This design comes from an exercise in tuning for small area and a short achievable clock period on the open sky130 flow, not from production work. The RTL was checked by simulation tests, not by an equivalence proof against the original design. Power is estimated from default activity; no workload was simulated.

**design/flow/design.v**
```verilog
module AXI4StreamMaster (
    clock,
    resetn,
    TDATA, TLAST, TID, TDEST, TVALID, TREADY,
    S_AXI_AWADDR, S_AXI_AWPROT, S_AXI_AWVALID, S_AXI_AWREADY,
    S_AXI_WDATA, S_AXI_WSTRB, S_AXI_WVALID, S_AXI_WREADY,
    S_AXI_BRESP, S_AXI_BVALID, S_AXI_BREADY,
    S_AXI_ARADDR, S_AXI_ARPROT, S_AXI_ARVALID, S_AXI_ARREADY,
    S_AXI_RDATA, S_AXI_RRESP, S_AXI_RVALID, S_AXI_RREADY
);
parameter STREAM_DATA_WIDTH  = 32;
parameter STREAM_ID_WIDTH    = 2;
parameter C_S_AXI_DATA_WIDTH = 32;
parameter C_S_AXI_ADDR_WIDTH = 5;
localparam STREAM_DATA_BYTES = (STREAM_DATA_WIDTH/8);
localparam ADDR_CONTROL_REG  = 5'h00;
localparam ADDR_STATUS_REG   = 5'h04;
localparam ADDR_NUM_BYTES_REG = 5'h10;
localparam ADDR_DEST_REG     = 5'h14;
input  logic [C_S_AXI_ADDR_WIDTH-1:0]   S_AXI_AWADDR;
input  logic [2:0]                          S_AXI_AWPROT;
input  logic                                S_AXI_AWVALID;
output logic                                S_AXI_AWREADY;
input  logic [C_S_AXI_DATA_WIDTH-1:0]   S_AXI_WDATA;
input  logic [C_S_AXI_DATA_WIDTH/8-1:0] S_AXI_WSTRB;
input  logic                                S_AXI_WVALID;
output logic                                S_AXI_WREADY;
output logic [1:0]                          S_AXI_BRESP;
output logic                                S_AXI_BVALID;
input  logic                                S_AXI_BREADY;
input  logic [C_S_AXI_ADDR_WIDTH-1:0]   S_AXI_ARADDR;
input  logic [2:0]                          S_AXI_ARPROT;
input  logic                                S_AXI_ARVALID;
output logic                                S_AXI_ARREADY;
output logic [C_S_AXI_DATA_WIDTH-1:0]   S_AXI_RDATA;
output logic [1:0]                          S_AXI_RRESP;
output logic                                S_AXI_RVALID;
input  logic                                S_AXI_RREADY;
input  logic                                clock;
input  logic                                resetn;
output logic [STREAM_DATA_WIDTH-1:0]   TDATA;
output logic                                TLAST;
output logic [STREAM_ID_WIDTH-1:0]     TID;
output logic [1:0]                          TDEST;
output logic                                TVALID;
input  logic                                TREADY;
logic [C_S_AXI_DATA_WIDTH-1:0] reg_control;
logic [C_S_AXI_DATA_WIDTH-1:0] reg_status;
logic [C_S_AXI_DATA_WIDTH-1:0] reg_num_bytes;
logic [C_S_AXI_DATA_WIDTH-1:0] reg_dest;
logic [C_S_AXI_ADDR_WIDTH-1:0]   axi_awaddr_reg;
logic                            axi_wready_reg;
logic [C_S_AXI_ADDR_WIDTH-1:0]   axi_araddr_reg;
logic [C_S_AXI_DATA_WIDTH-1:0]   axi_rdata_reg;
assign S_AXI_BRESP = 2'b0;
assign S_AXI_RRESP = 2'b0;
assign S_AXI_AWREADY = !axi_wready_reg;  
assign S_AXI_WREADY  = axi_wready_reg;   
always_ff @(posedge clock) begin
    if (!resetn) begin
        axi_awaddr_reg <= '0;
        axi_wready_reg <= 1'b0;
        S_AXI_BVALID   <= 1'b0;
        reg_control    <= '0;
        reg_num_bytes  <= '0;
        reg_dest       <= '0;
    end else begin
        if (S_AXI_AWVALID && S_AXI_AWREADY) begin
            axi_awaddr_reg <= S_AXI_AWADDR;
            axi_wready_reg <= 1'b1;
        end else if (S_AXI_WVALID && S_AXI_WREADY) begin
            axi_wready_reg <= 1'b0;
        end
        if (S_AXI_WVALID && S_AXI_WREADY) begin
            S_AXI_BVALID <= 1'b1;
            case (axi_awaddr_reg)
                ADDR_CONTROL_REG:   reg_control   <= S_AXI_WDATA;
                ADDR_NUM_BYTES_REG: reg_num_bytes <= S_AXI_WDATA;
                ADDR_DEST_REG:      reg_dest      <= S_AXI_WDATA;
            endcase
        end else if (S_AXI_BREADY && S_AXI_BVALID) begin
            S_AXI_BVALID <= 1'b0;
        end
    end
end
assign S_AXI_ARREADY = !S_AXI_RVALID;  
always_ff @(posedge clock) begin
    if (!resetn) begin
        S_AXI_RVALID  <= 1'b0;
        axi_rdata_reg <= '0;
    end else begin
        if (S_AXI_ARVALID && S_AXI_ARREADY) begin
            S_AXI_RVALID   <= 1'b1;  
            case(S_AXI_ARADDR)
                ADDR_CONTROL_REG:   axi_rdata_reg <= reg_control;
                ADDR_STATUS_REG:    axi_rdata_reg <= reg_status;
                ADDR_NUM_BYTES_REG: axi_rdata_reg <= reg_num_bytes;
                ADDR_DEST_REG:      axi_rdata_reg <= reg_dest;
                default:            axi_rdata_reg <= '0;
            endcase
        end else if (S_AXI_RREADY && S_AXI_RVALID) begin
            S_AXI_RVALID  <= 1'b0;
        end
    end
end
assign S_AXI_RDATA = axi_rdata_reg;
logic start_transfer;
logic transfer_in_progress;
logic [31:0] data_counter;
always_ff @(posedge clock) begin
    if(!resetn) begin
        start_transfer <= 1'b0;
    end else begin
        if (S_AXI_WVALID && S_AXI_WREADY && (axi_awaddr_reg == ADDR_CONTROL_REG) && S_AXI_WDATA[0]) begin
            start_transfer <= 1'b1;
        end else begin
            start_transfer <= 1'b0;
        end
    end
end
always_ff @(posedge clock) begin
    if (!resetn) begin
        transfer_in_progress <= 1'b0;
    end else begin
        if (start_transfer) begin
            transfer_in_progress <= 1'b1;
        end else if (TLAST && TREADY) begin
            transfer_in_progress <= 1'b0;
        end
    end
end
always_ff @(posedge clock) begin
    if (!resetn) begin
        data_counter <= '0;
    end else if (start_transfer) begin
        data_counter <= '0;
    end else if (transfer_in_progress && TVALID && TREADY) begin
        data_counter <= data_counter + 1;
    end
end
assign TVALID = transfer_in_progress;
assign TDATA  = data_counter;  
assign TLAST  = (transfer_in_progress) && (data_counter == (reg_num_bytes / STREAM_DATA_BYTES) - 1'b1);
assign TDEST  = reg_dest[1:0];
assign TID    = '0;  
always_comb begin
    reg_status = '0;  
    reg_status[0] = transfer_in_progress;  
end
endmodule
```
**design/flow/run.sh**
```bash
#!/bin/bash
# synth_recipe.tcl (not shown) runs the flow's synth.tcl, then flattens the netlist and writes it again
# the make line also repeats each setting of config.mk as NAME=value (left out here)
make -C /OpenROAD-flow-scripts/flow DESIGN_CONFIG=/design/flow/config.mk WORK_HOME=/design/flow/orfs CLKGATE_MAP_FILE= SYNTH_SCRIPT=/design/flow/synth_recipe.tcl finish
```
**design/flow/config.mk**
```make
export PLATFORM = sky130hd
export DESIGN_NAME = AXI4StreamMaster
export DESIGN_NICKNAME = AXI4StreamMaster
export VERILOG_FILES = /design/flow/design.v
export SDC_FILE = /design/flow/constraint.sdc
export NUM_CORES = 4
export LEC_CHECK = 0
export CAP_MARGIN = 20
export CORE_MARGIN = 2
export CORE_UTILIZATION = 40
export SLEW_MARGIN = 20
```
**design/flow/constraint.sdc**
```tcl
create_clock -name core_clock -period 4.5 [get_ports {clock}]
set_input_delay 0.9000 -clock core_clock [delete_from_list [all_inputs] [get_ports {clock}]]
set_output_delay 0.9000 -clock core_clock [all_outputs]
set_load 0.01 [all_outputs]
```
==> notes.md <==
[kinds of logic after synthesis]
group / count (synthesis) / synth area share
flops: 170 / 0.404
xor+xnor: 62 / 0.0644
simple gates: 461 / 0.258
compound gates: 216 / 0.181
buf+inv: 80 / 0.0408
other cells: 1 / 0.000445
fa+ha+maj: 2 / 0.00297
mux: 36 / 0.0485
[critical path, cell delays in order, from the launching register on]
cell and delay, ns:
dfxtp_1 0.35, inv_1 0.10, ha_1 0.17, nor3b_1 0.18, buf_4 0.15, nand4_1 0.18
or3_1 0.44, a221oi_1 0.30, o2111a_1 0.22, nand4_1 0.11, nor4_2 0.22, dlymetal6s2s_1 0.21
[layout make-up]
cell class	count	area [sq um]	share of cell area
multi-input combinational	783	4740	0.454
sequential	170	3400	0.326
timing repair buffer	143	1380	0.132
clock buffer	24	492	0.0471
tap	275	344	0.0329
clock inverter	6	63.8	0.00611
inverter	7	26.3	0.00251
[power by group]
group	internal [W]	leakage [nW]	switching (W)	total, W
registers	0.00152	1.37	0.0000126	0.00153
logic	0.000106	1.98	0.000130	0.000236
clock network	0.000815	0.269	0.000595	0.00141
total	0.00244	3.63	0.000738	0.00318
[through the flow]
stage	area, sq um	utilization
2_1_floorplan	8450	-
3_3_place_gp	9870	0.472
3_5_place_dp	9870	0.472
4_1_cts	10400	0.500
5_1_grt	10400	0.500
6_report	10400	0.500
[path summary, 6_finish.rpt]
path / startpoint / end / slack (ns)
min: reg_dest[16]$_SDFFE_PN0P_ / reg_dest[16]$_SDFFE_PN0P_ / 0.46
max: reg_num_bytes[3]$_SDFFE_PN0P_ / TLAST / 0.53
max reg2reg: reg_num_bytes[3]$_SDFFE_PN0P_ / transfer_in_progress$_SDFFE_PN0P_ / 1.60
min reg2reg: reg_dest[16]$_SDFFE_PN0P_ / reg_dest[16]$_SDFFE_PN0P_ / 0.46
[cell usage after synthesis, types with 3 or more instances]
master and count:
a21boi_0 98, a21oi_1 5, a22oi_1 33, a31oi_1 4, a32oi_1 3, and2_1 33
and3_1 15, and4_1 5, buf_4 9, clkbuf_1 60, dfxtp_1 170, inv_1 7
mux2_2 29, mux2i_1 6, nand2_1 248, nand2b_1 8, nand3_1 21, nand4_1 10
nor2_1 46, nor2b_1 13, nor3_1 17, nor3b_1 5, nor4_1 8, nor4_2 3
o211ai_1 3, o21ai_0 43, o31ai_1 3, or3_1 12, or4_1 4, xnor2_1 31
xor2_1 31
[placed cells by master (no fill, tap or decap), types with 4 or more instances in the layout]
cell type          n
nor2b_1           13
dfxtp_1          169
nand4_1           10
or3_1             12
nand2b_1           7
nor4_2             4
nand3_1           21
nor4_1             7
xor2_1            31
o21ai_0           43
nor2_1            44
and2_1            33
xnor2_1           31
nor3b_1            5
inv_1              7
nand2_1          248
a21boi_0          98
mux2i_1            6
clkbuf_16         17
nor3_1            16
mux2_2            29
buf_4             22
clkbuf_8           4
clkdlybuf4s50_1  120
a21oi_1            5
and4_1             5
conb_1             6
and3_1            14
or4_1              4
a22oi_1           33
a31oi_1            4
[timing repair]
action,in CTS,in global routing
pin swaps,0,1
endpoints found under the hold margin,0,0
gates resized for setup,4,2
endpoints found under the setup margin,1,1
[layer usage]
layer,up-vias,wire length (um)
met1,3462,11700
met4,0,235
li1,3702,-
met5,-,0
met2,153,10200
met3,16,762
==> flow_summary.yaml <==
critical_path:
  critPathMaxFanout: 5
  startpoint_type: "flip-flop"
  required_ns: 3.60
  worstSetupPathType: "reg -> out"
  cp-end-kind: "output port"
  worstRegToRegCells: 10
  arrival_ns: 3.07
final_layout:
  fin_nets: 1184
  fin_cells: 1408
  drive_above_1_share: 0.0856
  fillerInstances: 2086
  area_growth_pct: 23.9
  diodes: 0
drt:
  totalWireLength_mm: 23.0
  detail_route.wl_per_cell_um: 16.3
  via_count: 7333
  drtIter0Drc: 442
  antenna_left: 0
  route.detailed.drc: 0
  firstDrtPassIters: 5
  viasPerCell: 5.21
sta:
  fmax_mhz: 252
  finalSetupViolCount: 0
  final_max_slew_viol_count: 0
  fin_tns_setup_ns: 0
  min_period_ns: 3.97
  worst_pin_slew_ns: 1.05
  final_min_period_over_clock_period: 0.882
  max_slew_margin: 0.301
  setup_ws_ns: 0.531
  timing.hold.ws_ns: 0.461
  rsz0062_at_grt: "false"
  skew_ns: 0.00627
  hold_viol_final: 0
cts:
  cts.sinks: 170
  htreeDepth: 4
  clk_pin_slew_worst_paths_ns: 0.06
  holdBufCountCts: 0
  cts_setup_buffers: 0
  clk_latency_ns: 0.42
  cts_buffers: 17
  clock_path_buffers: 2
  tritoncts: "yes"
  cts-root-buf: "clkbuf_16"
placement:
  dpl.hpwl_mm: 15.9
  dp_slack_ns: 0.266
  io_buffer_count: 122
  numPlacedInstances: 1378
  gp_congestion: 0.848
hold_path:
  worstHoldPathType: "reg -> reg"
  worstHoldPathCells: 2
floorplan:
  initial_utilization: 0.404
  rows: 53
  die_w_um: 149
  pin_count: 139
  die_h_um: 149
  die_area_sq_um: 22300
  coreArea_sq_um: 20900
synthesis:
  ys_async_sr_fraction: 0
  synth_top_area_share: 0.404
  synth_area_sq_um: 8430
  yosysWarnings: 1
  yosysSeqAreaShare: 0.404
  synth_area_leaders: "dfxtp_1 40%, nand2_1 11%, a21boi_0 8.7%"
  synth_cell_types: 64
  synth-edff-count: 0
  ys.flop_type: "dfxtp_1"
  syn_area_per_cell_sq_um: 8.20
  ys_ff_latch: 170
  yosysTopAreaCell: "dfxtp_1"
  syn_inst: 1028
grt:
  grt_usage: 0.209
  grt_pass1_wl_mm: 36.7
  antenna_found_initial: 0
  globalRoute.busiestLayer: "met2"
  met2_usage: 0.327
  overflow: 0
  met1_usage: 0.302
  grt_max_degree: 101
  use_met3: 0.0303
  first_global_vias: 6802
pwr:
  finalPower_w: 0.00318
  power_density_nw_per_um2: 304
  ir_worst_vdd_uv: 224
  p_leak_nw: 3.63
run_status:
  outcome: "finished clean"
flow_run:
  max_cap_violations: 0

-- static timing again, ports no longer ideal --
The results above use ideal ports. As a check the final layout listed here was re-extracted and re-timed, cells and wires unchanged. Step 1, drivers: a clkbuf_16 drives clock and a buf_2 each remaining input, both assumed. Step 2, shift: input delay + t, output delay - t, t = (earliest + latest rising clock arrival at the registers) / 2. This alone moves slack from input paths to output paths. a / b / c = ideal / step 1 / step 2; a / b = the first two.
t (ns): 0.470
setup WS [ns]: 0.531 / 0.484 / 0.953
clock arrival spread, ns: 0.007 / 0.007
slew at the worst register clock pin (ns): 0.06 / 0.06
pins driven straight from the clock port: 1
After both steps setup and hold are still met in this run. For this run, drivers alone change the setup slack by -0.047 ns; drivers and shift together by +0.422 ns.
